This is an optimization exercise on Yosys and OpenROAD, whose aim is small area, not a production implementation. Only simulation tests tie the RTL to the original design; equivalence was not proved. The flow treats the clock pin as an ideal source, which a real chip does not have. Power is estimated from default activity; no workload was simulated.

--- flow/flow/area.abc ---
strash; &get -n; &deepsyn -T 180; &dch -f; &nf -R 1000; &put; topo
--- flow/flow/post_cts.tcl ---
set clk_slew_limit 0.105
proc max_ff_clk_slew {} {
  set ms 0
  foreach p [get_pins -hierarchical */CLK] {
    set v [get_property $p slew_max]
    if {$v > $ms} { set ms $v }
  }
  return $ms
}
set sizes {sky130_fd_sc_hd__clkbuf_1 sky130_fd_sc_hd__clkbuf_2 sky130_fd_sc_hd__clkbuf_4 sky130_fd_sc_hd__clkbuf_8 sky130_fd_sc_hd__clkbuf_16}
estimate_parasitics -placement
puts "post_cts: max flip-flop clock slew before: [max_ff_clk_slew]"
foreach inst [get_cells clkbuf_*] {
  set orig [get_property $inst ref_name]
  set oi [lsearch -exact $sizes $orig]
  if {$oi < 0} { continue }
  for {set i 0} {$i < $oi} {incr i} {
    replace_cell $inst [lindex $sizes $i]
    estimate_parasitics -placement
    if {[max_ff_clk_slew] <= $clk_slew_limit} { break }
    replace_cell $inst $orig
    estimate_parasitics -placement
  }
  puts "post_cts: [get_full_name $inst] $orig -> [get_property $inst ref_name]"
}
puts "post_cts: max flip-flop clock slew after: [max_ff_clk_slew]"
detailed_placement
check_placement -verbose
estimate_parasitics -placement
--- flow/flow/run.sh ---
#!/bin/bash
# Layout flow: the standard flow (standard.sh) with a few changes that only
# affect how the layout is made:
#  - synthesis maps the logic with an area-driven ABC script (area.abc) instead of
#    ORFS's delay-biased abc_area.script; everything else in synthesis is the standard flow's own
#    script (synth_recipe.tcl), so the registers and their names are unchanged;
#  - port buffers use sky130_fd_sc_hd__buf_1;
#  - CTS uses smaller clock buffers and inserts no dummy loads;
#  - no adder extraction before ABC;
set -euo pipefail
W=$PWD
cp flow/area.abc $W/area.abc
{
  printf 'proc abc {args} {\n'
  printf '  set i [lsearch -exact $args -script]\n'
  printf '  if {$i >= 0} { lset args [expr {$i + 1}] %s }\n' "$W/area.abc"
  printf '  yosys abc {*}$args\n'
  printf '}\n'
  # no half/full-adder extraction: abc maps that logic better than fixed adder cells
  printf 'proc extract_fa {args} {}\n'
  cat synth_recipe.tcl
} > $W/area_synth.tcl
CTS="-sink_clustering_enable -repair_clock_nets -dont_use_dummy_load -root_buf sky130_fd_sc_hd__clkbuf_4 -buf_list sky130_fd_sc_hd__clkbuf_8"
if [[ -f flow/cts_args ]]; then CTS=$(cat flow/cts_args); fi
sed -e "s#SYNTH_SCRIPT=[^ ]*#SYNTH_SCRIPT=$W/area_synth.tcl#" \
    -e "s#\"\${@:-finish}\"#BUFFER_PORTS_ARGS='-buffer_cell sky130_fd_sc_hd__buf_1' CTS_ARGS='$CTS' POST_CTS_TCL=$W/flow/post_cts.tcl \"\${@:-finish}\"#" \
    standard.sh > $W/area_standard.sh
bash $W/area_standard.sh > $W/flow.log 2>&1
--- flow/design.v ---
module wordle(switch_input, clk, enter, SS1, SS2, SS3, SS4, LED1, LED2, LED3, LED4, LED5, LED6, LED7, LED8, LED9, LED0, reset, rst);
	input [9:0] switch_input;
	input clk, enter, reset;
	input rst;  
	output reg [6:0] SS1, SS2, SS3, SS4;
	output reg LED1, LED2, LED3, LED4;
	output reg LED7, LED8, LED9, LED0;
	output LED5, LED6;
	localparam S0 = 4'd0, S1 = 4'd1, S2 = 4'd2, S3 = 4'd3, S4 = 4'd4,
	           S5 = 4'd5, S6 = 4'd6, S7 = 4'd7, S8 = 4'd8, S9 = 4'd9;
	reg [3:0] state, next_state;
	reg [2:0] count;                 
	reg rpd;                         
	reg [6:0] UG1, UG2, UG3, UG4;    
	reg [1:0] S;                     
	reg [1:0] wm;                    
	reg [4:0] cc;                    
	reg [22:0] fc;                   
	reg slow_clk;
	reg enter_old, reset_old, B;
	reg led56;
	assign LED5 = led56;
	assign LED6 = led56;
	reg [6:0] seg;
	always @* begin
		case (switch_input)
		10'b1000000000 : seg = 7'b0001000;  
		10'b0100000000 : seg = 7'b1100000;  
		10'b0010000000 : seg = 7'b0110001;  
		10'b0001000000 : seg = 7'b1000010;  
		10'b0000100000 : seg = 7'b0110000;  
		10'b0000010000 : seg = 7'b0111000;  
		10'b0000001000 : seg = 7'b0000100;  
		10'b1000000001 : seg = 7'b1101000;  
		10'b0100000001 : seg = 7'b1001111;  
		10'b0010000001 : seg = 7'b1000111;  
		10'b0001000001 : seg = 7'b1111000;  
		10'b0000100001 : seg = 7'b1110001;  
		10'b0000010001 : seg = 7'b1011010;  
		10'b0000001001 : seg = 7'b1101010;  
		10'b1000000010 : seg = 7'b0000001;  
		10'b0100000010 : seg = 7'b0011000;  
		10'b0010000010 : seg = 7'b0001100;  
		10'b0001000010 : seg = 7'b1111010;  
		10'b0000100010 : seg = 7'b0100100;  
		10'b0000010010 : seg = 7'b1001110;  
		10'b0000001010 : seg = 7'b1000001;  
		10'b1000000100 : seg = 7'b1101011;  
		10'b0100000100 : seg = 7'b1001001;  
		10'b0010000100 : seg = 7'b1001000;  
		10'b0001000100 : seg = 7'b1000100;  
		10'b0000100100 : seg = 7'b0010010;  
		default        : seg = 7'b0000000;
		endcase
	end
	reg [27:0] w;
	always @* begin
		w = 28'b0;
		casez ({wm, cc})
		7'b0?00000: w = 28'b1000010011000000010000111000;
		7'b0?00001: w = 28'b0111000000100010000100110000;
		7'b0?00010: w = 28'b0110001000100000001000110000;
		7'b0?00011: w = 28'b1100000011000000010001000010;
		7'b0?00100: w = 28'b0110000100001000001000110000;
		7'b0?00101: w = 28'b0111000000100001100010110000;
		7'b0?00110: w = 28'b1000010011000000010001000010;
		7'b0?00111: w = 28'b0111000011000001100001000010;
		7'b0?01000: w = 28'b0001000011000101100001000010;
		7'b0?01001: w = 28'b1000010011000000010000111000;
		7'b0?01010: w = 28'b0001000000010001100001000010;
		7'b0?01011: w = 28'b0111000000100010000100110000;
		7'b0?01100: w = 28'b1000010011000001100001000010;
		7'b0?01101: w = 28'b0110001000100000001000110000;
		7'b0?01110: w = 28'b1100000011000000010001000010;
		7'b0?01111: w = 28'b0110000100001000001000110000;
		7'b0?1??00: w = 28'b0111000000100001100010110000;
		7'b0?1??01: w = 28'b1000010011000000010001000010;
		7'b0?1??10: w = 28'b0111000011000001100001000010;
		7'b0?1??11: w = 28'b0001000011000101100001000010;
		7'b1000000: w = 28'b1110001000100010110101100000;
		7'b1000001: w = 28'b0000100111000100010001011010;
		7'b1000010: w = 28'b0110001000100011010100110000;
		7'b1000011: w = 28'b1110001000100011010101000010;
		7'b1000100: w = 28'b1100000011000000010001101010;
		7'b1000101: w = 28'b1101010000100010110100110000;
		7'b1000110: w = 28'b1011010000100010000100110000;
		7'b1000111: w = 28'b1011010000100010011111000010;
		7'b1001000: w = 28'b1110001000100011010100110000;
		7'b1001001: w = 28'b1101000000100011010101000010;
		7'b1001010: w = 28'b1011010000100010011111101010;
		7'b1001011: w = 28'b1100000000100011010101000010;
		7'b1001100: w = 28'b0110001111000100010001101010;
		7'b1001101: w = 28'b1011010000100010011111110001;
		7'b1001110: w = 28'b1011010011000011010101000010;
		7'b1001111: w = 28'b0111000100111111100011011010;
		7'b101??00: w = 28'b1000010100111100010001110001;
		7'b101??01: w = 28'b1101010011000001100001000010;
		7'b101??10: w = 28'b1101010000100010011111110001;
		7'b101??11: w = 28'b1110001100111110110100001000;
		7'b1100000: w = 28'b0000100111000100000011001001;
		7'b1100001: w = 28'b1100000100111110011100100100;
		7'b1100010: w = 28'b0110001000000110000100110000;
		7'b1100011: w = 28'b1110001000000111010110110000;
		7'b1100100: w = 28'b0111000111000110011110011000;
		7'b1100101: w = 28'b0111000111000100000010011000;
		7'b1100110: w = 28'b0111000001100000001000001000;
		7'b1100111: w = 28'b1100000111000110000010110000;
		7'b1101000: w = 28'b0100100100111000010001111010;
		7'b1101001: w = 28'b0111000100111111110100110000;
		7'b1101010: w = 28'b0000100000000111100011000010;
		7'b1101011: w = 28'b1001001100111111010101000010;
		7'b1101100: w = 28'b0011000000100011110101111000;
		7'b1101101: w = 28'b1011010000000100000011101010;
		7'b1101110: w = 28'b1001001000100011010110110000;
		7'b1101111: w = 28'b1100000000000100000011111000;
		7'b111??00: w = 28'b1001110111101001100000110000;
		7'b111??01: w = 28'b0110001000100011100011011010;
		7'b111??10: w = 28'b1111010000100010011111101010;
		7'b111??11: w = 28'b1100000111101010011111011010;
		endcase
	end
	wire [6:0] SW1 = w[27:21], SW2 = w[20:14], SW3 = w[13:7], SW4 = w[6:0];
	wire m1 = (UG1 == SW1), m2 = (UG2 == SW2), m3 = (UG3 == SW3), m4 = (UG4 == SW4);
	wire [4:0] cc_next = (cc[4] & cc[1] & cc[0]) ? 5'd0 : cc + 5'd1;
	wire tc = (fc == 23'h4aeebd);
	wire ep = ~enter & enter_old;
	wire rp = ~reset & reset_old;
	reg [3:0] ns;
	reg [2:0] nc;
	always @* begin
		ns = rp ? S0 : next_state;
		nc = rpd ? 3'd0 : count;
		if (B) begin
			casez (state)
			S0: if (S != 2'd0) ns = S1;
			S1: ns = S2;
			S2: ns = S3;
			S3: ns = S4;
			S4: ns = S5;
			S5: begin
				ns = (count[2] & count[0]) ? S8 : ((m1 & m2 & m3 & m4) ? S7 : S6);
				nc = (count[2] & count[0]) ? 3'd0 : count + 3'd1;
			end
			S6: ns = S1;
			S7: ns = S0;
			4'b1??0: ns = S9;
			4'b1??1: ns = S0;
			endcase
		end
	end
	always @(posedge clk) begin
		if (rst) begin
			state <= S0; next_state <= S0;
			count <= 3'd0; rpd <= 1'b0;
			UG1 <= 7'd0; UG2 <= 7'd0; UG3 <= 7'd0; UG4 <= 7'd0;
			S <= 2'd0; wm <= 2'd0; cc <= 5'd0;
			fc <= 23'd0; slow_clk <= 1'b0;
			enter_old <= 1'b0; reset_old <= 1'b0; B <= 1'b0;
		end else begin
			if (tc) begin
				fc <= 23'd0;
				slow_clk <= ~slow_clk;
			end else
				fc <= {fc[21:0], ~(fc[22] ^ fc[17])};
			enter_old <= enter;
			reset_old <= reset;
			B <= ep & ~rp & ~B;
			if (state == S0) cc <= cc_next;
			if (rp) begin
				UG1 <= 7'd0; UG2 <= 7'd0; UG3 <= 7'd0; UG4 <= 7'd0;
				S <= 2'd0;
			end
			if (B) begin
				case (state)
				S0: begin
					case (switch_input)
					10'b1000000000: S <= 2'd1;
					10'b0100000000: S <= 2'd2;
					10'b0010000000: S <= 2'd3;
					default: ;
					endcase
					if (S != 2'd0) wm <= S;
				end
				S1: UG1 <= seg;
				S2: UG2 <= seg;
				S3: UG3 <= seg;
				S4: UG4 <= seg;
				default: ;
				endcase
			end
			next_state <= ns;
			state <= next_state;
			count <= nc;
			rpd <= rp & ~(B & (state == S5));
		end
	end
	always @(posedge clk) begin
		if (rst) begin
			SS1 <= 7'b1111111; SS2 <= 7'b1111111; SS3 <= 7'b1111111; SS4 <= 7'b1111111;
			LED1 <= 0; LED2 <= 0; LED3 <= 0; LED4 <= 0;
			led56 <= 0;
			LED7 <= 0; LED8 <= 0; LED9 <= 0; LED0 <= 0;
		end else begin
			casez (state)
			S0: begin
				led56 <= 0;
				case (switch_input)
				10'b1000000000: begin SS1 <= 7'b0110000; SS2 <= 7'b0001000; SS3 <= 7'b0100100; SS4 <= 7'b1000100; end
				10'b0100000000: begin SS1 <= 7'b1011010; SS2 <= 7'b0110000; SS3 <= 7'b1000010; SS4 <= 7'b1111111; end
				10'b0010000000: begin SS1 <= 7'b1101000; SS2 <= 7'b0001000; SS3 <= 7'b1111010; SS4 <= 7'b1000010; end
				default:        begin SS1 <= 7'b0100100; SS2 <= 7'b0110000; SS3 <= 7'b1110001; SS4 <= 7'b0110000; end
				endcase
			end
			S1: begin SS1 <= seg; SS2 <= 7'b1111111; SS3 <= 7'b1111111; SS4 <= 7'b1111111; end
			S2: begin SS1 <= UG1; SS2 <= seg; SS3 <= 7'b1111111; SS4 <= 7'b1111111; end
			S3: begin SS1 <= UG1; SS2 <= UG2; SS3 <= seg; SS4 <= 7'b1111111; end
			S4: begin SS1 <= UG1; SS2 <= UG2; SS3 <= UG3; SS4 <= seg; end
			S5: begin SS1 <= UG1; SS2 <= UG2; SS3 <= UG3; SS4 <= UG4; end
			S6: begin
				SS1 <= 7'b1111111; SS2 <= 7'b1111111; SS3 <= 7'b1111111; SS4 <= 7'b1111111;
				LED1 <= m1; LED2 <= m2; LED3 <= m3; LED4 <= m4;
				LED0 <= (count != 3'd0);
				LED9 <= (count >= 3'd2);
				LED8 <= (count >= 3'd3);
				LED7 <= (count >= 3'd4);
			end
			S7: begin
				SS1 <= 7'b1001001; SS2 <= 7'b1001111; SS3 <= 7'b1101010; SS4 <= 7'b0100100;
				LED1 <= slow_clk; LED2 <= slow_clk; LED3 <= slow_clk; LED4 <= slow_clk;
				led56 <= slow_clk;
				LED7 <= slow_clk; LED8 <= slow_clk; LED9 <= slow_clk; LED0 <= slow_clk;
			end
			4'b1??0: begin
				SS1 <= 7'b1110001; SS2 <= 7'b0000001; SS3 <= 7'b0100100; SS4 <= 7'b0110000;
				LED7 <= 0; LED8 <= 0; LED9 <= 0; LED0 <= 0;
			end
			4'b1??1: begin SS1 <= SW1; SS2 <= SW2; SS3 <= SW3; SS4 <= SW4; end
			endcase
		end
	end
endmodule
--- flow/constraint.sdc ---
create_clock -name core_clock -period 10.0 [get_ports {clk}]
set_input_delay 2.0000 -clock core_clock [delete_from_list [all_inputs] [get_ports {clk}]]
set_output_delay 2.0000 -clock core_clock [all_outputs]
set_load 0.01 [all_outputs]
--- flow/standard.sh ---
#!/bin/bash
# synth_recipe.tcl (not shown) runs the flow's synth.tcl, then flattens the netlist and writes it again
# the make line also repeats each setting of config.mk as NAME=value (left out here)
make -C /OpenROAD-flow-scripts/flow DESIGN_CONFIG=/design/flow/config.mk WORK_HOME=/design/flow/orfs CLKGATE_MAP_FILE= SYNTH_SCRIPT=/design/flow/synth_recipe.tcl "${@:-finish}"
--- flow/config.mk ---
export PLATFORM = sky130hd
export DESIGN_NAME = wordle
export DESIGN_NICKNAME = wordle
export VERILOG_FILES = /design/flow/design.v
export SDC_FILE = /design/flow/constraint.sdc
export NUM_CORES = 4
export LEC_CHECK = 0
export ABC_AREA = 1
export CAP_MARGIN = 20
export CORE_MARGIN = 2
export CORE_UTILIZATION = 40
export GPL_TIMING_DRIVEN = 0
export PLACE_DENSITY = 0.6
export SLEW_MARGIN = 20
==> results.ini, run 1 <==
[floorplan]
coreArea_sq_mm = 0.0140
dieArea_sq_mm = 0.0155
die_h_um = 124
initial_core_util_pct = 41.4
io_pins = 52
rows = 43
dieWidth_um = 124

[sta]
finalSetupViolCount = 0
tns_ps = 0
post-route-period-util_pct = 74.8
period_minus_slack_ps = 7480
slew_violations = 0
fin_worst_skew_ps = 65.7
hold_violations = 0
slew_headroom_pct = 16.1
tightest_slew_ps = 1250
fmax_ghz = 0.134
rsz0062_at_grt = false

[critical_path]
criticalPathCategory = flop to flop
crit_path_max_incr_delay_ps = 1020
crit_arrival_ps = 8120
slowest_stage = dfxtp_1
critPathMaxFanout = 30
worstSetupEndpointType = flop
start_kind = flop
required_ps = 10650

[routing]
ant_nets = 0
drc = 0
detail_route.wl_per_cell_um = 21.2
dr.pass1.iters = 6
wl_mm = 21.0
first_iter_violations = 887
viasPerCell = 6.38
num_vias = 6340

[logic_synthesis]
synth_compound_area_share_pct = 25.0
ys_ff_latch = 113
yosys.area_share.simple_pct = 32.1
synthXorXnorAreaFrac_pct = 2.87
synth_area_sq_mm = 0.00579
synthAdderAreaFrac_pct = 0
synth_edf_count = 0
synth_mux_area_share_pct = 0.367
synth_ff_type = dfxtp_1
synth.distinct_cells = 54
synth_top_family_by_area = simple AND/OR/NAND/NOR gates
synth.net_count = 758
async_flop_share_pct = 0
seq_area_frac_synth_pct = 39.0
avgSynthCellArea_sq_um = 7.79
netlist_instances = 744
synth_warnings = 1

[cts]
clk_latency_ps = 710
cts.clk_slew.worst_paths_ps = 90
cts_tree = built
clock_sinks = 113

[placed_design]
finalWeightedCongestion = 1.00
numPortBuffers = 51
dpl.hpwl_mm = 15.5

[worst_hold_path]
worstHoldPathType = flop to flop

[final_layout]
area_growth_pct = 10.5
multi_input_area_sq_mm = 0.00353
ff_latch_area_sq_mm = 0.00226
nets = 829
nFillCells = 1449
drive_above_1_share_pct = 3.20

[power]
seqPwrFrac_pct = 56.5
switching_power_uw = 245
comb_power_share_pct = 14.6
p_int_uw = 584
cellPowerDensity_mw_per_mm2 = 130
ir_drop_mv = 0.0890
switching_share_pct = 29.6
pwr-share-clk_pct = 28.9
total_power_uw = 829
power.leakage_uw = 0.00226

[run]
drv_cap = 0

[global_route]
grt_pass1_wl_mm = 32.9
grt_pass1_vias = 5953
antenna_found_initial = 1
grt.total_usage_pct = 27.0
grt_max_degree = 40
grt_overflow_total = 0

[status]
status = complete, no violations

## power by group through the flow
stage          clock network [uW]  registers, uW  logic, uW
3_3_place_gp                    0            479        118
2_1_floorplan                   0            478       71.2
3_5_place_dp                    0            479        117
5_1_grt                       266            470        130
6_report                      239            469        121
## flip-flops by register name (all words and copies together), names as in the netlist, 2 cells and up
register / count
fc: 23
SS1: 7
SS2: 7
SS3: 7
SS4: 7
UG1: 7
UG2: 7
UG3: 7
UG4: 7
cc: 5
next_state: 4
state: 4
count: 3
S: 2
wm: 2
## logic make-up (layout without fill, tap and decap cells)
family                 Yosys count  after routing
flip-flops                     113            113
XOR/XNOR                        19             19
AND/OR/NAND/NOR                382            382
other                            0              1
buffers and inverters            9             78
multiplexers                     2              2
AO/OA/AOI/OAI                  219            219
## layout make-up
type                            count  area share [%]
Tap cell                          180            3.52
Clock buffer                       17            2.27
Inverter                            8           0.469
Timing Repair Buffer               52            3.13
Buffer                              1           0.117
Multi-Input combinational cell    622            55.1
Antenna cell                        1          0.0391
Sequential cell                   113            35.4
## layer usage
metal | GRT usage, % | up-vias | part of all wire, %
li1 | - | 2893 | -
met1 | 36.4 | 2963 | 43
met2 | 39.7 | 414 | 43
met3 | 7.35 | 70 | 10
met4 | 13.7 | 0 | 4.1
met5 | 0 | - | 0
## worst max-delay path: cells and delay by family, from the launching register on
family | cells | cell delay [ps]
compound gates | 14 | 3150
xor+xnor | 2 | 400
simple gates | 13 | 2880
flops | 1 | 1020
## path summary, 6_finish.rpt
path | endpoint | cells past startpoint | start | slack (ps)
max | next_state[0]$_SDFF_PP0_ | 29 | cc[0]$_SDFFE_PP0P_ | 2520
min | B$_SDFF_PP0_ | 1 | enter_old$_SDFF_PP0_ | 450
max reg2reg | next_state[0]$_SDFF_PP0_ | 29 | cc[0]$_SDFFE_PP0P_ | 2520
min reg2reg | B$_SDFF_PP0_ | 1 | enter_old$_SDFF_PP0_ | 450
## cell usage after synthesis (5+ instances only)
library cell / n / area, sq um
and2_0: 28 / 175
nor3_1: 24 / 120
xor2_1: 12 / 105
nor4_1: 8 / 50.1
o211ai_1: 10 / 75.1
nand2_1: 100 / 375
nand3b_1: 7 / 52.6
or3_1: 9 / 56.3
nor2b_1: 24 / 150
and3_1: 11 / 68.8
a211oi_1: 7 / 52.6
nand4_1: 10 / 62.6
a21oi_1: 52 / 260
o221ai_1: 6 / 52.6
o21ai_0: 57 / 285
xnor2_1: 7 / 61.3
clkinv_1: 8 / 30.0
nand2b_1: 16 / 100
a211o_1: 5 / 43.8
a221oi_1: 7 / 61.3
or2_0: 7 / 43.8
a22oi_1: 6 / 45.0
nand3_1: 29 / 145
dfxtp_1: 113 / 2260
nor2_1: 100 / 375
a22o_1: 19 / 166
a31oi_1: 8 / 50.1
## metrics by stage
stage | hold slack, ps | area (sq um) | utilization [%] | cells | setup WS (ps)
after floorplan | 418 | 5790 | - | 744 | 4530
final | 447 | 6400 | 45.8 | 994 | 2520
after detailed placement | 432 | 6240 | 44.6 | 976 | 2710
after global placement | 427 | 6210 | 44.4 | 975 | 2470
after global routing | 466 | 6400 | 45.8 | 994 | 1960
## cells in the final DEF (no fill, tap or decap), types with 4 or more instances in the layout
cell	synthesis	layout
buf_1	0	50
and2_0	28	28
o21ai_0	57	57
nor3_1	24	24
a221oi_1	7	6
nand2_1	100	100
and3_1	11	11
nor4_1	8	7
a22oi_1	6	6
xnor2_1	7	7
nand4_1	10	10
a211oi_1	7	7
clkinv_1	8	8
a22o_1	19	19
o31ai_1	4	4
or2_0	7	7
dfxtp_1	113	112
nand3b_1	7	7
a31oi_1	8	7
a21oi_1	52	52
clkbuf_4	0	10
o211ai_1	10	10
nor2b_1	24	24
o32ai_1	4	4
xor2_1	12	12
o22ai_1	4	4
clkbuf_8	0	4
a211o_1	5	5
nand3_1	29	29
nand2b_1	16	16
o221ai_1	6	6
nor2_1	100	100
or3_1	9	9
==> inputs of run 2 (changes only) <==
--- a/flow/design.v
+++ b/flow/design.v
@@ -58,24 +58,24 @@
 		w = 28'b0;
 		casez ({wm, cc})
-		7'b0?00000: w = 28'b1000010011000000010000111000;
-		7'b0?00001: w = 28'b0111000000100010000100110000;
-		7'b0?00010: w = 28'b0110001000100000001000110000;
-		7'b0?00011: w = 28'b1100000011000000010001000010;
-		7'b0?00100: w = 28'b0110000100001000001000110000;
-		7'b0?00101: w = 28'b0111000000100001100010110000;
-		7'b0?00110: w = 28'b1000010011000000010001000010;
-		7'b0?00111: w = 28'b0111000011000001100001000010;
-		7'b0?01000: w = 28'b0001000011000101100001000010;
-		7'b0?01001: w = 28'b1000010011000000010000111000;
-		7'b0?01010: w = 28'b0001000000010001100001000010;
-		7'b0?01011: w = 28'b0111000000100010000100110000;
-		7'b0?01100: w = 28'b1000010011000001100001000010;
-		7'b0?01101: w = 28'b0110001000100000001000110000;
-		7'b0?01110: w = 28'b1100000011000000010001000010;
-		7'b0?01111: w = 28'b0110000100001000001000110000;
-		7'b0?1??00: w = 28'b0111000000100001100010110000;
-		7'b0?1??01: w = 28'b1000010011000000010001000010;
-		7'b0?1??10: w = 28'b0111000011000001100001000010;
-		7'b0?1??11: w = 28'b0001000011000101100001000010;
+		7'b0100000: w = 28'b1000010011000000010000111000;
+		7'b0100001: w = 28'b0111000000100010000100110000;
+		7'b0100010: w = 28'b0110001000100000001000110000;
+		7'b0100011: w = 28'b1100000011000000010001000010;
+		7'b0100100: w = 28'b0110000100001000001000110000;
+		7'b0100101: w = 28'b0111000000100001100010110000;
+		7'b0100110: w = 28'b1000010011000000010001000010;
+		7'b0100111: w = 28'b0111000011000001100001000010;
+		7'b0101000: w = 28'b0001000011000101100001000010;
+		7'b0101001: w = 28'b1000010011000000010000111000;
+		7'b0101010: w = 28'b0001000000010001100001000010;
+		7'b0101011: w = 28'b0111000000100010000100110000;
+		7'b0101100: w = 28'b1000010011000001100001000010;
+		7'b0101101: w = 28'b0110001000100000001000110000;
+		7'b0101110: w = 28'b1100000011000000010001000010;
+		7'b0101111: w = 28'b0110000100001000001000110000;
+		7'b011??00: w = 28'b0111000000100001100010110000;
+		7'b011??01: w = 28'b1000010011000000010001000010;
+		7'b011??10: w = 28'b0111000011000001100001000010;
+		7'b011??11: w = 28'b0001000011000101100001000010;
 		7'b1000000: w = 28'b1110001000100010110101100000;
 		7'b1000001: w = 28'b0000100111000100010001011010;
@@ -98,24 +98,24 @@
 		7'b101??10: w = 28'b1101010000100010011111110001;
 		7'b101??11: w = 28'b1110001100111110110100001000;
-		7'b1100000: w = 28'b0000100111000100000011001001;
-		7'b1100001: w = 28'b1100000100111110011100100100;
-		7'b1100010: w = 28'b0110001000000110000100110000;
-		7'b1100011: w = 28'b1110001000000111010110110000;
-		7'b1100100: w = 28'b0111000111000110011110011000;
-		7'b1100101: w = 28'b0111000111000100000010011000;
-		7'b1100110: w = 28'b0111000001100000001000001000;
-		7'b1100111: w = 28'b1100000111000110000010110000;
-		7'b1101000: w = 28'b0100100100111000010001111010;
-		7'b1101001: w = 28'b0111000100111111110100110000;
-		7'b1101010: w = 28'b0000100000000111100011000010;
-		7'b1101011: w = 28'b1001001100111111010101000010;
-		7'b1101100: w = 28'b0011000000100011110101111000;
-		7'b1101101: w = 28'b1011010000000100000011101010;
-		7'b1101110: w = 28'b1001001000100011010110110000;
-		7'b1101111: w = 28'b1100000000000100000011111000;
-		7'b111??00: w = 28'b1001110111101001100000110000;
-		7'b111??01: w = 28'b0110001000100011100011011010;
-		7'b111??10: w = 28'b1111010000100010011111101010;
-		7'b111??11: w = 28'b1100000111101010011111011010;
+		7'b?100000: w = 28'b0000100111000100000011001001;
+		7'b?100001: w = 28'b1100000100111110011100100100;
+		7'b?100010: w = 28'b0110001000000110000100110000;
+		7'b?100011: w = 28'b1110001000000111010110110000;
+		7'b?100100: w = 28'b0111000111000110011110011000;
+		7'b?100101: w = 28'b0111000111000100000010011000;
+		7'b?100110: w = 28'b0111000001100000001000001000;
+		7'b?100111: w = 28'b1100000111000110000010110000;
+		7'b?101000: w = 28'b0100100100111000010001111010;
+		7'b?101001: w = 28'b0111000100111111110100110000;
+		7'b?101010: w = 28'b0000100000000111100011000010;
+		7'b?101011: w = 28'b1001001100111111010101000010;
+		7'b?101100: w = 28'b0011000000100011110101111000;
+		7'b?101101: w = 28'b1011010000000100000011101010;
+		7'b?101110: w = 28'b1001001000100011010110110000;
+		7'b?101111: w = 28'b1100000000000100000011111000;
+		7'b?11??00: w = 28'b1001110111101001100000110000;
+		7'b?11??01: w = 28'b0110001000100011100011011010;
+		7'b?11??10: w = 28'b1111010000100010011111101010;
+		7'b?11??11: w = 28'b1100000111101010011111011010;
 		endcase
 	end
==> flow/flow/area.abc (replaced) <==
strash; &get -n; &deepsyn -T 90; &put; strash; &get -n; &deepsyn -T 90 -S 3; &dch -f; &nf -R 1000; &put; topo
==> results.ini, run 2 <==
[global_route]
grt.total_usage_pct = 28.7
grt_overflow_total = 0
antenna_found_initial = 2
grt_pass1_vias = 5783
grt_pass1_wl_mm = 32.9
grt_max_degree = 43

[cts]
cts.clk_slew.worst_paths_ps = 100
clk_latency_ps = 720
clock_sinks = 113
cts_tree = built

[final_layout]
drive_above_1_share_pct = 3.11
layout_common_cells = dfxtp_1, nand2_1, nor2_1, o21ai_0
area_growth_pct = 10.6
regMostFlops = fc
final_common_cell = dfxtp_1
largest_reg_flops = 23
final_core_util_pct = 45.6
nFillCells = 1473
nets = 820

[logic_synthesis]
synth.distinct_cells = 52
avgSynthCellArea_sq_um = 7.84
synth_top_area_share_pct = 39.4
synth_area_sq_mm = 0.00574
ys_ff_latch = 113
synth_area_leaders = dfxtp_1, nand2_1, nor2_1, o21ai_0, a21oi_1
synth.net_count = 746
async_flop_share_pct = 0
synth_top_area_cell = dfxtp_1
netlist_instances = 732
synth_edf_count = 0
synth_warnings = 1
synth_commonest_cells = dfxtp_1, nand2_1, nor2_1, o21ai_0, a21oi_1
synth_ff_type = dfxtp_1
post-synth-top-count-cell = dfxtp_1
seq_area_frac_synth_pct = 39.4

[critical_path]
start_kind = flop
r2r_cells = 25
criticalPathCategory = flop to flop
r2r_slack_ps = 1840
worstReg2RegEnd = next_state[0]$_SDFF_PP0_
required_ps = 10640
crit_arrival_ps = 8800
r2r_start = cc[1]$_SDFFE_PP0P_
worstSetupEndpointType = flop
critPathMaxFanout = 28

[placed_design]
numPortBuffers = 51
dpl.hpwl_mm = 15.5
pre_cts_slack_ps = 2150
finalWeightedCongestion = 1.01

[sta]
hold_violations = 0
period_minus_slack_ps = 8160
finalSetupViolCount = 0
fin_worst_skew_ps = 54.2
post-route-period-util_pct = 81.6
tightest_slew_ps = 1130
slew_violations = 0
tns_ps = 0
worst_slack_ps = 1840
fmax_ghz = 0.123
rsz0062_at_grt = false
slew_headroom_pct = 24.6

[power]
switching_power_uw = 202
ir_drop_mv = 0.101
power.leakage_uw = 0.00235
pwr-share-clk_pct = 30.8
switching_share_pct = 26.7
p_int_uw = 556
cellPowerDensity_mw_per_mm2 = 119
comb_power_share_pct = 7.9
seqPwrFrac_pct = 61.3

[status]
status = complete, no violations

[worst_hold_path]
min_to = fc[7]$_SDFF_PP0_
hold_start = fc[6]$_SDFF_PP0_
worstHoldPathType = flop to flop
min_delay_path_depth = 1

[floorplan]
dieWidth_um = 124
rows = 43
initial_core_util_pct = 41.2
dieArea_sq_mm = 0.0153
coreArea_sq_mm = 0.0139
die_h_um = 124
io_pins = 52

[routing]
wl_mm = 21.0
first_iter_violations = 745
viasPerCell = 6.23
detail_route.wl_per_cell_um = 21.4
dr.pass1.iters = 5
num_vias = 6133
drc = 0
ant_nets = 0

[run]
drv_cap = 0

[run 2: cells by family after synthesis]
kind of cell | synth area share, %
buffers and inverters | 0.785
and+or+nand+nor | 30.5
DFF | 39.4
xor gates and xnor gates | 4.58
AOI/OAI and AO/OA | 24.7
[run 2: layout make-up]
class	instances	area, sq um	share of cell area (%)
multi-input combinational	608	3450	54.3
inverter	10	37.5	0.591
buffer	1	7.51	0.118
clock buffer	17	136	2.15
tap	180	225	3.55
sequential	113	2260	35.6
antenna	1	2.50	0.0394
timing repair buffer	55	233	3.67
[run 2: critical path, stage by stage, from the launching register on]
cell and delay, ps:
dfxtp_1 980, or2_0 580, a32oi_1 220, nand3_1 160, nor3_1 60, a21oi_1 210, nor2_1 150, nor4_1 550
a31o_1 330, o21ai_0 210, a21oi_1 360, and2_0 460, o21ai_0 210, nand2_1 120, o32ai_1 130, clkinv_1 120
nor3_1 70, a31oi_1 390, nand2_1 190, nor2_1 560, nor3_1 140, nor4_1 780, xnor2_1 140, nor4_1 540
a31oi_1 170, o21ai_0 220
[run 2: worst max-delay path by stage]
stage | endpoint | from
after detailed placement | next_state[0]$_SDFF_PP0_ | cc[1]$_SDFFE_PP0P_
final | next_state[0]$_SDFF_PP0_ | cc[1]$_SDFFE_PP0P_
after global placement | SS3[0]$_SDFF_PP1_ | switch_input[8]
after floorplan | SS1[0]$_SDFF_PP1_ | switch_input[8]
after global routing | next_state[0]$_SDFF_PP0_ | cc[1]$_SDFFE_PP0P_
[run 2: through the flow]
step / instance area (sq um) / instances / hold slack (ps) / power [uW]
3_5_place_dp: 6200 / 966 / 446 / 533
2_1_floorplan: 5740 / 732 / 422 / 506
5_1_grt: 6350 / 985 / 460 / 788
3_3_place_gp: 6160 / 963 / 436 / 532
6_report: 6350 / 985 / 434 / 758
[run 2: power groups by stage]
stage / Clock, uW / Combinational (uW) / Sequential [uW]
6_report: 234 / 59.9 / 465
3_3_place_gp: 0 / 56.9 / 475
2_1_floorplan: 0 / 31.7 / 474
3_5_place_dp: 0 / 58.1 / 475
5_1_grt: 256 / 65.7 / 466
[run 2: layer usage]
metal | up-vias | part of all wire, % | track usage [%]
met2 | 328 | 45 | 45.0
met1 | 2892 | 44 | 38.8
met5 | - | 0 | 0
li1 | 2857 | - | -
met4 | 0 | 3.4 | 12.0
met3 | 56 | 7.6 | 5.08
==> inputs of run 3 (changes only) <==
--- a/flow/design.v
+++ b/flow/design.v
@@ -12,5 +12,7 @@
 	reg [2:0] count;                 
 	reg rpd;                         
-	reg [6:0] UG1, UG2, UG3, UG4;    
+	reg [6:0] P;                     
+	reg Bd, Bdd;                     
+	reg m1, m2, m3, m4;              
 	reg [1:0] S;                     
 	reg [1:0] wm;                    
@@ -121,5 +123,6 @@
 	end
 	wire [6:0] SW1 = w[27:21], SW2 = w[20:14], SW3 = w[13:7], SW4 = w[6:0];
-	wire m1 = (UG1 == SW1), m2 = (UG2 == SW2), m3 = (UG3 == SW3), m4 = (UG4 == SW4);
+	wire [6:0] SWsel = state[2] ? SW4 : (state[1] ? (state[0] ? SW3 : SW2) : SW1);
+	wire mnew = (seg == SWsel);
 	wire [4:0] cc_next = (cc[4] & cc[1] & cc[0]) ? 5'd0 : cc + 5'd1;
 	wire tc = (fc == 23'h4aeebd);
@@ -130,5 +133,5 @@
 	always @* begin
 		ns = rp ? S0 : next_state;
-		nc = rpd ? 3'd0 : count;
+		nc = (rpd & ~(Bd & (state == S5))) ? 3'd0 : count;
 		if (B) begin
 			casez (state)
@@ -153,5 +156,6 @@
 			state <= S0; next_state <= S0;
 			count <= 3'd0; rpd <= 1'b0;
-			UG1 <= 7'd0; UG2 <= 7'd0; UG3 <= 7'd0; UG4 <= 7'd0;
+			P <= 7'd0; Bd <= 1'b0; Bdd <= 1'b0;
+			m1 <= 1'b0; m2 <= 1'b0; m3 <= 1'b0; m4 <= 1'b0;
 			S <= 2'd0; wm <= 2'd0; cc <= 5'd0;
 			fc <= 23'd0; slow_clk <= 1'b0;
@@ -168,5 +172,5 @@
 			if (state == S0) cc <= cc_next;
 			if (rp) begin
-				UG1 <= 7'd0; UG2 <= 7'd0; UG3 <= 7'd0; UG4 <= 7'd0;
+				m1 <= 1'b0; m2 <= 1'b0; m3 <= 1'b0; m4 <= 1'b0;
 				S <= 2'd0;
 			end
@@ -182,8 +186,8 @@
 					if (S != 2'd0) wm <= S;
 				end
-				S1: UG1 <= seg;
-				S2: UG2 <= seg;
-				S3: UG3 <= seg;
-				S4: UG4 <= seg;
+				S1: begin P <= seg; m1 <= mnew; end
+				S2: begin P <= seg; m2 <= mnew; end
+				S3: begin P <= seg; m3 <= mnew; end
+				S4: begin P <= seg; m4 <= mnew; end
 				default: ;
 				endcase
@@ -192,7 +196,37 @@
 			state <= next_state;
 			count <= nc;
-			rpd <= rp & ~(B & (state == S5));
+			rpd <= rp;
+			Bd <= B;
+			Bdd <= Bd;
 		end
 	end
+	wire st0 = (state == S0), st1 = (state == S1), st2 = (state == S2), st3 = (state == S3),
+	     st4 = (state == S4), st5 = (state == S5), st6 = (state == S6), st7 = (state == S7),
+	     st8 = state[3] & ~state[0], st9 = state[3] & state[0];
+	wire md_e = (switch_input == 10'b1000000000);
+	wire md_m = (switch_input == 10'b0100000000);
+	wire md_h = (switch_input == 10'b0010000000);
+	wire md_s = ~(md_e | md_m | md_h);
+	wire p2 = ~rpd & Bdd & st2, p3 = ~rpd & Bdd & st3, p4 = ~rpd & Bdd & st4, p5 = ~rpd & Bdd & st5;
+	wire h1 = ~rpd & ~p2 & (st2 | st3 | st4 | st5);
+	wire h2 = ~rpd & ~p3 & (st3 | st4 | st5);
+	wire h3 = ~rpd & ~p4 & (st4 | st5);
+	wire h4 = ~rpd & ~p5 & st5;
+	wire [6:0] SS1n = ({7{st1}} & seg) | ({7{p2}} & P) | ({7{h1}} & SS1) | ({7{st9}} & SW1)
+	                | ({7{st0 & md_e}} & 7'b0110000) | ({7{st0 & md_m}} & 7'b1011010)
+	                | ({7{st0 & md_h}} & 7'b1101000) | ({7{st0 & md_s}} & 7'b0100100)
+	                | ({7{st6}} & 7'b1111111) | ({7{st7}} & 7'b1001001) | ({7{st8}} & 7'b1110001);
+	wire [6:0] SS2n = ({7{st2}} & seg) | ({7{p3}} & P) | ({7{h2}} & SS2) | ({7{st9}} & SW2)
+	                | ({7{st0 & md_e}} & 7'b0001000) | ({7{st0 & md_m}} & 7'b0110000)
+	                | ({7{st0 & md_h}} & 7'b0001000) | ({7{st0 & md_s}} & 7'b0110000)
+	                | ({7{st1 | st6}} & 7'b1111111) | ({7{st7}} & 7'b1001111) | ({7{st8}} & 7'b0000001);
+	wire [6:0] SS3n = ({7{st3}} & seg) | ({7{p4}} & P) | ({7{h3}} & SS3) | ({7{st9}} & SW3)
+	                | ({7{st0 & md_e}} & 7'b0100100) | ({7{st0 & md_m}} & 7'b1000010)
+	                | ({7{st0 & md_h}} & 7'b1111010) | ({7{st0 & md_s}} & 7'b1110001)
+	                | ({7{st1 | st2 | st6}} & 7'b1111111) | ({7{st7}} & 7'b1101010) | ({7{st8}} & 7'b0100100);
+	wire [6:0] SS4n = ({7{st4}} & seg) | ({7{p5}} & P) | ({7{h4}} & SS4) | ({7{st9}} & SW4)
+	                | ({7{st0 & md_e}} & 7'b1000100) | ({7{st0 & md_m}} & 7'b1111111)
+	                | ({7{st0 & md_h}} & 7'b1000010) | ({7{st0 & md_s}} & 7'b0110000)
+	                | ({7{st1 | st2 | st3 | st6}} & 7'b1111111) | ({7{st7}} & 7'b0100100) | ({7{st8}} & 7'b0110000);
 	always @(posedge clk) begin
 		if (rst) begin
@@ -202,21 +236,7 @@
 			LED7 <= 0; LED8 <= 0; LED9 <= 0; LED0 <= 0;
 		end else begin
-			casez (state)
-			S0: begin
-				led56 <= 0;
-				case (switch_input)
-				10'b1000000000: begin SS1 <= 7'b0110000; SS2 <= 7'b0001000; SS3 <= 7'b0100100; SS4 <= 7'b1000100; end
-				10'b0100000000: begin SS1 <= 7'b1011010; SS2 <= 7'b0110000; SS3 <= 7'b1000010; SS4 <= 7'b1111111; end
-				10'b0010000000: begin SS1 <= 7'b1101000; SS2 <= 7'b0001000; SS3 <= 7'b1111010; SS4 <= 7'b1000010; end
-				default:        begin SS1 <= 7'b0100100; SS2 <= 7'b0110000; SS3 <= 7'b1110001; SS4 <= 7'b0110000; end
-				endcase
-			end
-			S1: begin SS1 <= seg; SS2 <= 7'b1111111; SS3 <= 7'b1111111; SS4 <= 7'b1111111; end
-			S2: begin SS1 <= UG1; SS2 <= seg; SS3 <= 7'b1111111; SS4 <= 7'b1111111; end
-			S3: begin SS1 <= UG1; SS2 <= UG2; SS3 <= seg; SS4 <= 7'b1111111; end
-			S4: begin SS1 <= UG1; SS2 <= UG2; SS3 <= UG3; SS4 <= seg; end
-			S5: begin SS1 <= UG1; SS2 <= UG2; SS3 <= UG3; SS4 <= UG4; end
-			S6: begin
-				SS1 <= 7'b1111111; SS2 <= 7'b1111111; SS3 <= 7'b1111111; SS4 <= 7'b1111111;
+			SS1 <= SS1n; SS2 <= SS2n; SS3 <= SS3n; SS4 <= SS4n;
+			if (st0) led56 <= 0;
+			if (st6) begin
 				LED1 <= m1; LED2 <= m2; LED3 <= m3; LED4 <= m4;
 				LED0 <= (count != 3'd0);
@@ -225,16 +245,12 @@
 				LED7 <= (count >= 3'd4);
 			end
-			S7: begin
-				SS1 <= 7'b1001001; SS2 <= 7'b1001111; SS3 <= 7'b1101010; SS4 <= 7'b0100100;
+			if (st7) begin
 				LED1 <= slow_clk; LED2 <= slow_clk; LED3 <= slow_clk; LED4 <= slow_clk;
 				led56 <= slow_clk;
 				LED7 <= slow_clk; LED8 <= slow_clk; LED9 <= slow_clk; LED0 <= slow_clk;
 			end
-			4'b1??0: begin
-				SS1 <= 7'b1110001; SS2 <= 7'b0000001; SS3 <= 7'b0100100; SS4 <= 7'b0110000;
+			if (st8) begin
 				LED7 <= 0; LED8 <= 0; LED9 <= 0; LED0 <= 0;
 			end
-			4'b1??1: begin SS1 <= SW1; SS2 <= SW2; SS3 <= SW3; SS4 <= SW4; end
-			endcase
 		end
 	end
--- a/flow/flow/run.sh
+++ b/flow/flow/run.sh
@@ -2,6 +2,6 @@
 # Layout flow: the standard flow (standard.sh) with a few changes that only
 # affect how the layout is made:
-#  - synthesis maps the logic with an area-driven ABC script (area.abc) instead of
-#    ORFS's delay-biased abc_area.script; everything else in synthesis is the standard flow's own
+#  - synthesis maps the logic with area-driven ABC scripts (area.abc, best of several
+#    seeds) instead of ORFS's delay-biased abc_area.script; everything else in synthesis is the standard flow's own
 #    script (synth_recipe.tcl), so the registers and their names are unchanged;
 #  - port buffers use sky130_fd_sc_hd__buf_1;
@@ -10,11 +10,17 @@
 set -euo pipefail
 W=$PWD
-cp flow/area.abc $W/area.abc
+# area.abc holds one ABC script per line; each line becomes a script file, abc runs
+# with each and the smallest mapping is kept (abc_best.tcl)
+scripts=""
+n=0
+while IFS= read -r line; do
+  [[ -z "$line" ]] && continue
+  n=$((n + 1))
+  printf '%s\n' "$line" > $W/area_$n.abc
+  scripts="$scripts $W/area_$n.abc"
+done < flow/area.abc
 {
-  printf 'proc abc {args} {\n'
-  printf '  set i [lsearch -exact $args -script]\n'
-  printf '  if {$i >= 0} { lset args [expr {$i + 1}] %s }\n' "$W/area.abc"
-  printf '  yosys abc {*}$args\n'
-  printf '}\n'
+  printf 'set ::abc_best_scripts {%s}\n' "$scripts"
+  cat flow/abc_best.tcl
   # no half/full-adder extraction: abc maps that logic better than fixed adder cells
   printf 'proc extract_fa {args} {}\n'
==> flow/flow/abc_best.tcl (new file) <==
# Replaces the abc step of the standard flow's synthesis script: abc runs once per script in
# $::abc_best_scripts (area-driven, differing only in deepsyn's random seed), starting
# each time from the same netlist, and the mapping with the smallest cell area is kept.
# Only the combinational logic between the registers is mapped here; the registers and
# their names are those of the standard flow's own synthesis.
proc my_cell_area {} {
  set txt [tee -q -s result.string stat -liberty [lindex $::env(LIB_FILES) 0]]
  if {[regexp {Chip area for module [^:]*:\s*([0-9.eE+]+)} $txt -> a]} { return $a }
  return 1e30
}
proc abc {args} {
  set i [lsearch -exact $args -script]
  if {$i < 0} { return [yosys abc {*}$args] }
  yosys design -save my_pre_abc
  set best 1e30
  set n 0
  foreach script $::abc_best_scripts {
    if {$n > 0} { yosys design -load my_pre_abc }
    lset args [expr {$i + 1}] $script
    yosys abc {*}$args
    set a [my_cell_area]
    puts "abc_best: $script -> area $a"
    if {$a < $best} { set best $a; yosys design -save my_best_abc }
    incr n
  }
  yosys design -load my_best_abc
  puts "abc_best: kept area $best"
}
==> flow/flow/area.abc (replaced) <==
strash; &get -n; &deepsyn -T 45 -S 1; &put; strash; &get -n; &deepsyn -T 45 -S 51; &dch -f; &nf -R 1000; &put; topo
strash; &get -n; &deepsyn -T 45 -S 2; &put; strash; &get -n; &deepsyn -T 45 -S 52; &dch -f; &nf -R 1000; &put; topo
strash; &get -n; &deepsyn -T 45 -S 3; &put; strash; &get -n; &deepsyn -T 45 -S 53; &dch -f; &nf -R 1000; &put; topo
==> flow/flow/post_cts.tcl (replaced) <==
set clk_slew_limit 0.100
proc max_ff_clk_slew {} {
  set ms 0
  foreach p [get_pins -hierarchical */CLK] {
    set v [get_property $p slew_max]
    if {$v > $ms} { set ms $v }
  }
  return $ms
}
set sizes {sky130_fd_sc_hd__clkbuf_1 sky130_fd_sc_hd__clkbuf_2 sky130_fd_sc_hd__clkbuf_4 sky130_fd_sc_hd__clkbuf_8 sky130_fd_sc_hd__clkbuf_16}
estimate_parasitics -placement
puts "post_cts: max flip-flop clock slew from CTS: [max_ff_clk_slew]"
# start from the largest size, then shrink one buffer at a time
set orig_size [dict create]
foreach inst [get_cells clkbuf_*] {
  dict set orig_size [get_full_name $inst] [get_property $inst ref_name]
  if {[lsearch -exact $sizes [get_property $inst ref_name]] >= 0} {
    replace_cell $inst [lindex $sizes end]
  }
}
estimate_parasitics -placement
puts "post_cts: max flip-flop clock slew at the largest size: [max_ff_clk_slew]"
# shrink in rounds, one size step per buffer per round, leaf buffers before the root
# buffer (the one the clock port drives), until no buffer can shrink
set bufs {}
set roots {}
foreach inst [get_cells clkbuf_*] {
  if {[lsearch -exact $sizes [get_property $inst ref_name]] < 0} { continue }
  set drv [get_nets -of_objects [get_pins -of_objects $inst -filter "direction == input"]]
  if {[get_full_name $drv] eq "clk"} { lappend roots $inst } else { lappend bufs $inst }
}
set bufs [concat $bufs $roots]
set changed 1
while {$changed} {
  set changed 0
  foreach inst $bufs {
    set cur [get_property $inst ref_name]
    set ci [lsearch -exact $sizes $cur]
    if {$ci <= 0} { continue }
    replace_cell $inst [lindex $sizes [expr {$ci - 1}]]
    estimate_parasitics -placement
    if {[max_ff_clk_slew] <= $clk_slew_limit} {
      set changed 1
    } else {
      replace_cell $inst $cur
      estimate_parasitics -placement
    }
  }
}
foreach inst $bufs {
  puts "post_cts: [get_full_name $inst] [dict get $orig_size [get_full_name $inst]] -> [get_property $inst ref_name]"
}
puts "post_cts: max flip-flop clock slew after: [max_ff_clk_slew]"
detailed_placement
check_placement -verbose
estimate_parasitics -placement
==> results.ini, run 3 <==
[logic_synthesis]
synth_top_area_cell = dfxtp_1
avgSynthCellArea_sq_um = 7.61
synth_ff_type = dfxtp_1
ys_ff_latch = 98
synth_area_sq_mm = 0.00528
synth_warnings = 1
synth.distinct_cells = 52
synth_edf_count = 0
seq_area_frac_synth_pct = 37.1
post-synth-top-count-cell = dfxtp_1
synth_area_leaders = dfxtp_1, nand2_1, nor2_1, o21ai_0, a21oi_1
synth_commonest_cells = dfxtp_1, nand2_1, nor2_1, o21ai_0, a21oi_1
synth.net_count = 708
netlist_instances = 694
async_flop_share_pct = 0
synth_top_area_share_pct = 37.1

[final_layout]
n_antenna_cell = 0
post-route-cell-area_sq_mm = 0.00584
final_common_cell = dfxtp_1
layout_common_cells = dfxtp_1, nand2_1, nor2_1, o21ai_0, buf_1
nets = 772
regMostFlops = fc
area_growth_pct = 10.6
largest_reg_flops = 23
drive_above_1_share_pct = 2.38
nFillCells = 1378
final_cells = 928

[critical_path]
critPathMaxFanout = 25
worstSetupEndpointType = flop
crit_path_max_incr_delay_ps = 1010
critical_path_buf_inv_count = 1
start_kind = flop
worstReg2RegEnd = m4$_SDFF_PP0_
crit_arrival_ps = 8460
r2r_start = cc[4]$_SDFFE_PP0P_
critical_path.top_delay_family = compound AO/OA/AOI/OAI gates
crit_top_cell = o21ai_0
slowest_stage = dfxtp_1
required_ps = 10400
r2r_slack_ps = 1940
r2r_cells = 26
criticalPathCategory = flop to flop

[placed_design]
dp_cells = 919
finalWeightedCongestion = 1.02
dpl.hpwl_mm = 15.7
numPortBuffers = 51
dpl_cell_area_sq_mm = 0.00573

[sta]
holdWs_ps = 449
rsz0062_at_grt = false
fin_worst_skew_ps = 24.1
slew_headroom_pct = 28.3
hold_violations = 0
tightest_slew_ps = 1060
fmax_ghz = 0.124
finalSetupViolCount = 0
slew_violations = 0
period_minus_slack_ps = 8060
tns_ps = 0
post-route-period-util_pct = 80.6

[worst_hold_path]
min_delay_path_depth = 1
min_to = B$_SDFF_PP0_
hold_start = enter_old$_SDFF_PP0_
worstHoldPathType = flop to flop

[routing]
first_iter_violations = 737
dr.pass1.iters = 6
viasPerCell = 6.60
detail_route.wl_per_cell_um = 22.7
drc = 0
num_vias = 6123
wl_mm = 21.1
ant_nets = 0

[floorplan]
dieWidth_um = 119
dieArea_sq_mm = 0.0141
rows = 41
initial_core_util_pct = 41.4
coreArea_sq_mm = 0.0128
die_h_um = 119
io_pins = 52

[cts]
cts.clk_slew.worst_paths_ps = 100
clk_latency_ps = 480
clock_sinks = 98
cts_tree = built

[global_route]
grt_pass1_vias = 5749
grt.total_usage_pct = 29.7
antenna_found_initial = 0
grt_pass1_wl_mm = 32.7
grt_max_degree = 33
grt_overflow_total = 0

[power]
cellPowerDensity_mw_per_mm2 = 114
power.leakage_uw = 0.00196
ir_drop_mv = 0.124

[run]
drv_cap = 0

[status]
status = complete, no violations

## run 3: where the power goes
group	switching [uW]	leakage, uW	total (uW)	internal (uW)
clock	126	0.0000595	198	71.3
combinational	42.4	0.00110	60.7	18.3
sequential	9.12	0.000799	406	397
## run 3: worst register-to-register path, delay by kind of cell (launching register included)
family / cells / cell delay (ps)
compound gates: 17 / 3710
simple gates: 7 / 2810
flops: 1 / 1010
buf+inv: 1 / 270
xor+xnor: 1 / 190
## run 3: layout make-up
type / instances / area (sq um) / share of cell area [%]
plain buffers: 1 / 7.51 / 0.128
clock buffers: 9 / 111 / 1.91
inverters: 10 / 37.5 / 0.642
multi-input cells: 585 / 3310 / 56.6
flip-flops and latches: 98 / 1960 / 33.6
well taps: 172 / 215 / 3.68
repair buffers: 53 / 205 / 3.51
## run 3: worst max path at each step
stage	start	endpoint	slack [ps]	depth (start not counted)
after floorplan	switch_input[5]	m1$_SDFF_PP0_	4550	15
after global placement	switch_input[7]	m1$_SDFF_PP0_	1930	16
after detailed placement	cc[4]$_SDFFE_PP0P_	m2$_SDFF_PP0_	2380	26
after global routing	cc[4]$_SDFFE_PP0P_	m3$_SDFF_PP0_	1550	26
final	cc[4]$_SDFFE_PP0P_	m4$_SDFF_PP0_	1940	26
## run 3: per-stage QoR
stage / setup slack [ps] / total power, uW / util [%]
finish: 1940 / 664 / 45.8
global route: 1550 / 691 / 45.8
detailed placement: 2380 / 473 / 44.8
global placement: 1930 / 474 / 44.5
floorplan: 4550 / 448 / -
## run 3: logic make-up (layout without fill, tap and decap cells)
kind of cell,after synthesis,after routing,share of synthesized area (%)
and+or+nand+nor,341,341,30.7
buffers and inverters,11,73,0.853
xor gates and xnor gates,10,10,1.66
AOI/OAI and AO/OA,234,234,29.6
DFF,98,98,37.1
## run 3: routing by layer
metal | share of wire, % | up-vias | GRT usage, %
li1 | - | 2750 | -
met1 | 43 | 2930 | 41.2
met2 | 44 | 386 | 43.2
met3 | 10 | 57 | 7.71
met4 | 2.9 | 0 | 12.5
met5 | 0 | - | 0
==> inputs of run 4 (changes only) <==
--- a/flow/flow/area.abc
+++ b/flow/flow/area.abc
@@ -2,2 +2,4 @@
 strash; &get -n; &deepsyn -T 45 -S 2; &put; strash; &get -n; &deepsyn -T 45 -S 52; &dch -f; &nf -R 1000; &put; topo
 strash; &get -n; &deepsyn -T 45 -S 3; &put; strash; &get -n; &deepsyn -T 45 -S 53; &dch -f; &nf -R 1000; &put; topo
+strash; &get -n; &deepsyn -T 45 -S 4; &put; strash; &get -n; &deepsyn -T 45 -S 54; &dch -f; &nf -R 1000; &put; topo
+strash; &get -n; &deepsyn -T 45 -S 5; &put; strash; &get -n; &deepsyn -T 45 -S 55; &dch -f; &nf -R 1000; &put; topo
--- a/flow/config.mk
+++ b/flow/config.mk
@@ -9,6 +9,6 @@
 export CAP_MARGIN = 20
 export CORE_MARGIN = 2
-export CORE_UTILIZATION = 40
+export CORE_UTILIZATION = 60
 export GPL_TIMING_DRIVEN = 0
-export PLACE_DENSITY = 0.6
+export PLACE_DENSITY = 0.75
 export SLEW_MARGIN = 20
==> results.ini, run 4 <==
[power]
ir_drop_mv = 0.110
cellPowerDensity_mw_per_mm2 = 117
switching_power_uw = 185
comb_power_share_pct = 9.8
pwr-share-clk_pct = 30.3
seqPwrFrac_pct = 59.9
power.leakage_uw = 0.00193
total_power_uw = 679
switching_share_pct = 27.3
p_int_uw = 493

[final_layout]
n_antenna_cell = 0
drive_above_1_share_pct = 1.71
ff_latch_area_sq_mm = 0.00196
layout_common_cells = nand2_1, dfxtp_1, nor2_1, o21ai_0, buf_1
largest_reg_flops = 23
area_growth_pct = 8.69
regMostFlops = fc
nFillCells = 736
nets = 777
final_common_cell = nand2_1
post-route-cell-area_sq_mm = 0.00578
multi_input_area_sq_mm = 0.00331

[status]
status = complete, no violations

[routing]
ant_nets = 0
viasPerCell = 7.36
first_iter_violations = 1317
wl_mm = 19.5
detail_route.wl_per_cell_um = 22.4
num_vias = 6399
drc = 0
dr.pass1.iters = 10

[sta]
period_minus_slack_ps = 5390
slew_violations = 0
fin_worst_skew_ps = 24.5
rsz0062_at_grt = false
tns_ps = 0
hold_violations = 0
slew_headroom_pct = 28.0
post-route-period-util_pct = 53.9
fmax_ghz = 0.185
worst_slack_ps = 4610
finalSetupViolCount = 0
tightest_slew_ps = 1080

[logic_synthesis]
synth_area_leaders = dfxtp_1, nand2_1, nor2_1, o21ai_0, a21oi_1
synth_warnings = 1
synth.distinct_cells = 54
synth_top_area_cell = dfxtp_1
ys_ff_latch = 98
avgSynthCellArea_sq_um = 7.58
synth_commonest_cells = nand2_1, dfxtp_1, nor2_1, o21ai_0, a21oi_1
post-synth-top-count-cell = nand2_1
synth_top_area_share_pct = 36.9
synth_area_sq_mm = 0.00532
seq_area_frac_synth_pct = 36.9
synth_edf_count = 0
synth_ff_type = dfxtp_1
synth.net_count = 715
netlist_instances = 701
async_flop_share_pct = 0

[critical_path]
required_ps = 10510
crit_path_max_incr_delay_ps = 860
worstPathCellList = buf_1, nor4_1, nand2_1, nor2_1, a21oi_1, a21oi_1, o22ai_1, a31oi_1, nor4_1, or4_1, nor4_1, mux2_1
worstReg2RegEnd = m1$_SDFF_PP0_
critical_path_buf_inv_count = 1
start_kind = input port
r2r_slack_ps = 4800
r2r_cells = 12
critical_path.top_delay_family = simple AND/OR/NAND/NOR gates
crit_arrival_ps = 5900
crit_top_cell = nor4_1
criticalPathCategory = input port to flop
r2r_start = wm[0]$_SDFFE_PP0P_
slowest_stage = nor4_1
critPathMaxFanout = 7
worstSetupEndpointType = flop

[placed_design]
pre_cts_slack_ps = 4230
dpl.hpwl_mm = 14.1
numPortBuffers = 51
dpl_cell_area_sq_mm = 0.00565
finalWeightedCongestion = 1.14

[floorplan]
dieArea_sq_mm = 0.00963
io_pins = 52
initial_core_util_pct = 61.5
dieWidth_um = 98.1
die_h_um = 98.1
coreArea_sq_mm = 0.00864
rows = 34

[worst_hold_path]
hold_start = enter_old$_SDFF_PP0_
min_to = B$_SDFF_PP0_
worstHoldPathType = flop to flop
min_delay_path_depth = 1

[cts]
clock_sinks = 98
cts_tree = built
cts.clk_slew.worst_paths_ps = 100
clk_latency_ps = 560

[global_route]
antenna_found_initial = 0
grt.total_usage_pct = 39.8
grt_pass1_wl_mm = 30.7
grt_max_degree = 28
grt_pass1_vias = 5785
grt_overflow_total = 0

[run]
drv_cap = 0

==> run 4: cell types whose count changed after synthesis, moves of 5 or more <==
cell	previous run	this run
and2_0	22	30
nand3b_1	7	2
nor2_1	93	85
nor3_1	24	19
o21a_1	7	2
o22ai_1	5	14
or2_0	4	13
xnor2_1	7	2
==> run 4: kinds of logic after synthesis <==
group / Yosys count / synth area share, %
buffers and inverters: 14 / 1.06
AOI/OAI and AO/OA: 237 / 29.7
and+or+nand+nor: 347 / 31.5
DFF: 98 / 36.9
muxes: 1 / 0.212
xor gates and xnor gates: 4 / 0.659
==> run 4: worst max path at each step <==
stage	start	to	slack (ps)	depth (start not counted)
global placement	switch_input[8]	m1$_SDFF_PP0_	4410	13
finish	switch_input[5]	m1$_SDFF_PP0_	4610	12
detailed placement	switch_input[8]	m1$_SDFF_PP0_	4230	13
floorplan	switch_input[5]	m1$_SDFF_PP0_	5430	12
global route	switch_input[8]	m1$_SDFF_PP0_	4460	12
==> run 4: per-stage QoR <==
stage / hold slack [ps] / cells / utilization (%)
after floorplan: 422 / 701 / -
after global placement: 435 / 860 / 65.3
after detailed placement: 440 / 860 / 65.4
after global routing: 468 / 869 / 66.9
final: 454 / 869 / 66.9
==> run 4: final cells by class <==
cell class	instances	share of cell area [%]
plain buffers	1	0.130
clock buffers	9	2.08
inverters	13	0.845
multi-input cells	589	57.3
flip-flops and latches	98	34.0
well taps	108	2.34
repair buffers	51	3.34
==> run 4: routing by layer <==
| metal | share of wire [%] | up-vias | track usage, % | wire (um) |
|---|---|---|---|---|
| li1 | - | 2775 | - | - |
| met1 | 38 | 2827 | 55.1 | 7360 |
| met2 | 41 | 645 | 57.2 | 7930 |
| met3 | 15 | 152 | 11.2 | 3010 |
| met4 | 6.0 | 0 | 19.4 | 1170 |
| met5 | 0 | - | 0 | 0 |
==> run 4: power groups by stage <==
stage / combinational (uW) / sequential [uW] / clock, uW
2_1_floorplan: 38.5 / 414 / 0
3_3_place_gp: 63.1 / 415 / 0
3_5_place_dp: 62.8 / 415 / 0
5_1_grt: 71.3 / 407 / 214
6_report: 66.5 / 407 / 206
==> inputs of run 5 (changes only) <==
--- a/flow/design.v
+++ b/flow/design.v
@@ -155,8 +155,6 @@
 		if (rst) begin
 			state <= S0; next_state <= S0;
-			count <= 3'd0; rpd <= 1'b0;
-			P <= 7'd0; Bd <= 1'b0; Bdd <= 1'b0;
-			m1 <= 1'b0; m2 <= 1'b0; m3 <= 1'b0; m4 <= 1'b0;
-			S <= 2'd0; wm <= 2'd0; cc <= 5'd0;
+			count <= 3'd0;
+			S <= 2'd0; cc <= 5'd0;
 			fc <= 23'd0; slow_clk <= 1'b0;
 			enter_old <= 1'b0; reset_old <= 1'b0; B <= 1'b0;
@@ -171,32 +169,33 @@
 			B <= ep & ~rp & ~B;
 			if (state == S0) cc <= cc_next;
-			if (rp) begin
-				m1 <= 1'b0; m2 <= 1'b0; m3 <= 1'b0; m4 <= 1'b0;
-				S <= 2'd0;
-			end
-			if (B) begin
-				case (state)
-				S0: begin
-					case (switch_input)
-					10'b1000000000: S <= 2'd1;
-					10'b0100000000: S <= 2'd2;
-					10'b0010000000: S <= 2'd3;
-					default: ;
-					endcase
-					if (S != 2'd0) wm <= S;
-				end
-				S1: begin P <= seg; m1 <= mnew; end
-				S2: begin P <= seg; m2 <= mnew; end
-				S3: begin P <= seg; m3 <= mnew; end
-				S4: begin P <= seg; m4 <= mnew; end
+			if (rp) S <= 2'd0;
+			if (B & (state == S0))
+				case (switch_input)
+				10'b1000000000: S <= 2'd1;
+				10'b0100000000: S <= 2'd2;
+				10'b0010000000: S <= 2'd3;
 				default: ;
 				endcase
-			end
 			next_state <= ns;
 			state <= next_state;
 			count <= nc;
-			rpd <= rp;
-			Bd <= B;
-			Bdd <= Bd;
+		end
+	end
+	always @(posedge clk) begin
+		rpd <= rp;
+		Bd <= B;
+		Bdd <= Bd;
+		if (rp) begin
+			m1 <= 1'b0; m2 <= 1'b0; m3 <= 1'b0; m4 <= 1'b0;
+		end
+		if (B) begin
+			case (state)
+			S0: if (S != 2'd0) wm <= S;
+			S1: begin P <= seg; m1 <= mnew; end
+			S2: begin P <= seg; m2 <= mnew; end
+			S3: begin P <= seg; m3 <= mnew; end
+			S4: begin P <= seg; m4 <= mnew; end
+			default: ;
+			endcase
 		end
 	end
--- a/flow/config.mk
+++ b/flow/config.mk
@@ -9,6 +9,6 @@
 export CAP_MARGIN = 20
 export CORE_MARGIN = 2
-export CORE_UTILIZATION = 60
+export CORE_UTILIZATION = 70
 export GPL_TIMING_DRIVEN = 0
-export PLACE_DENSITY = 0.75
+export PLACE_DENSITY = 0.85
 export SLEW_MARGIN = 20
==> results.ini, run 5 <==
[status]
status = complete, no violations

[final_layout]
nets = 770
drive_above_1_share_pct = 1.59
final_common_cell = nand2_1
layout_common_cells = nand2_1, dfxtp_1, nor2_1, o21ai_0, buf_1
area_growth_pct = 8.45
nFillCells = 534
largest_reg_flops = 23
n_antenna_cell = 0
regMostFlops = fc

[sta]
tightest_slew_ps = 1200
hold_violations = 0
period_minus_slack_ps = 7110
holdWs_ps = 350
rsz0062_at_grt = false
slew_violations = 0
fin_worst_skew_ps = 23.4
slew_headroom_pct = 19.5
finalSetupViolCount = 0
tns_ps = 0
post-route-period-util_pct = 71.1
fmax_ghz = 0.141

[logic_synthesis]
async_flop_share_pct = 0
synth_top_area_cell = dfxtp_1
ys_ff_latch = 98
synthAdderAreaFrac_pct = 0
synth_edf_count = 9
synth_warnings = 1
synth_commonest_cells = nand2_1, dfxtp_1, nor2_1, o21ai_0, a21oi_1
synth_ff_type = dfxtp_1
synth_area_leaders = dfxtp_1, nand2_1, nor2_1, edfxtp_1, o21ai_0
synth_area_sq_mm = 0.00533
avgSynthCellArea_sq_um = 7.68
post-synth-top-count-cell = nand2_1
synth_top_area_share_pct = 33.4
synth_top_family_by_area = simple AND/OR/NAND/NOR gates
seq_area_frac_synth_pct = 38.5
netlist_instances = 694
synthXorXnorAreaFrac_pct = 1.64
synth.net_count = 708
synth_compound_area_share_pct = 25.8
synth.distinct_cells = 55
yosys.area_share.simple_pct = 32.9
synth_mux_area_share_pct = 0.211

[power]
switching_share_pct = 29.4
cellPowerDensity_mw_per_mm2 = 128
comb_power_share_pct = 16.2
p_int_uw = 521
seqPwrFrac_pct = 56.0
switching_power_uw = 217
ir_drop_mv = 0.0947
pwr-share-clk_pct = 27.7
power.leakage_uw = 0.00206

[critical_path]
required_ps = 10300
critical_path.top_delay_family = compound AO/OA/AOI/OAI gates
start_kind = input port
critPathMaxFanout = 14
worstPathCellList = buf_1, nor2_1, nand2_1, nor2_1, nand2_1, o21ai_0, a211oi_1, a21oi_1, o22ai_1, a21oi_1, nor4_1, a41oi_1, and4_1, o21ai_0, o211ai_1, nor4_1, a32o_1
criticalPathCategory = input port to flop
worstSetupEndpointType = flop
crit_arrival_ps = 7420
slowest_stage = o21ai_0
crit_path_max_incr_delay_ps = 910
critical_path_buf_inv_count = 1

[global_route]
antenna_found_initial = 0
grt_pass1_vias = 5539
grt_overflow_total = 0
grt_pass1_wl_mm = 28.5
grt_max_degree = 26
grt.total_usage_pct = 43.0

[routing]
num_vias = 6461
dr.pass1.iters = 12
wl_mm = 17.9
ant_nets = 0
first_iter_violations = 1451
drc = 0
viasPerCell = 7.57
detail_route.wl_per_cell_um = 21.0

[cts]
cts_tree = built
clk_latency_ps = 380
cts.clk_slew.worst_paths_ps = 70
clock_sinks = 98

[run]
drv_cap = 0

[floorplan]
io_pins = 52
dieWidth_um = 91.3
initial_core_util_pct = 72.7
dieArea_sq_mm = 0.00833
rows = 31
die_h_um = 91.3
coreArea_sq_mm = 0.00733

[worst_hold_path]
worstHoldPathType = flop to flop

[placed_design]
numPortBuffers = 51
dpl.hpwl_mm = 13.0
finalWeightedCongestion = 1.23

-- run 5: changes by cell type after synthesis, sizes merged, moves of 5 or more --
cell / change
edfxtp: +9
a221oi: -6
nand2: +7
dfxtp: -9
nor2b: +5
or2: -5
o22ai: -7
o211ai: -5
o21ai: -9
a221o: +8
nor3: +19
nand3: +5
and2: -10
-- run 5: power by group through the flow --
stage,clock (uW),sequential (uW),combinational (uW)
after floorplan,0,421,72.4
after global placement,0,422,108
after detailed placement,0,422,110
after global routing,216,415,126
final,205,414,120
-- run 5: layer usage --
layer	global-route usage, %	share of wire (%)
met1	59.2	36
met2	60.6	40
met3	10.6	15
met4	25.9	8.6
met5	0	0
-- run 5: cell families after synthesis --
family                 Yosys count
flip-flops                      98
buffers and inverters           13
AO/OA/AOI/OAI                  205
multiplexers                     1
XOR/XNOR                        10
AND/OR/NAND/NOR                367
-- run 5: stage by stage --
step           area [sq um]  setup WS [ps]  util (%)  power, uW  std cells
6_report               5780           2890      78.8        739        853
5_1_grt                5780           2700      78.8        756        853
3_5_place_dp           5650           2870      77.1        532        844
3_3_place_gp           5640           3040      77.0        529        844
2_1_floorplan          5330           4670         -        494        694
-- run 5: area by class of cell --
class                      count  area [sq um]  area share [%]
inverter                      12          45.0           0.779
clock buffer                   9           123            2.12
tap                           99           124            2.14
timing repair buffer          51           191            3.31
sequential                    98          2050            35.5
buffer                         1          7.51           0.130
multi-input combinational    583          3240            56.0
-- run 5: path summary, 6_finish.rpt --
path,startpoint,to,slack [ps],depth (start not counted)
min reg2reg,Bd$_DFF_P_,Bdd$_DFF_P_,350,0
max,switch_input[0],m2$_DFF_P_,2890,17
min,Bd$_DFF_P_,Bdd$_DFF_P_,350,0
max reg2reg,cc[0]$_SDFFE_PP0P_,m2$_DFF_P_,3220,21

[re-timing with driven ports]
Ports are ideal in the flow. The routed layouts listed here were re-timed in OpenROAD. Step 1: set_driving_cell puts a clkbuf_16 on clk and a buf_2 on each other input, an assumption about the parent block. Step 2, shift: input delay + t, output delay - t, t = (earliest + latest rising clock arrival at the registers) / 2. This alone moves slack from input paths to output paths. a / b / c = ideal ports / drivers / drivers and shift; a / b = the first two.
run	shift t [ns]	slack for setup (ns)
run 1	0.717	2.524 / 2.524 / 2.524
run 2	0.732	1.841 / 1.841 / 1.841
run 3	0.505	1.941 / 1.941 / 1.941
run 4	0.579	4.606 / 4.616 / 4.037
run 5	0.401	2.886 / 2.894 / 2.493
After both steps every run listed still meets setup and hold.
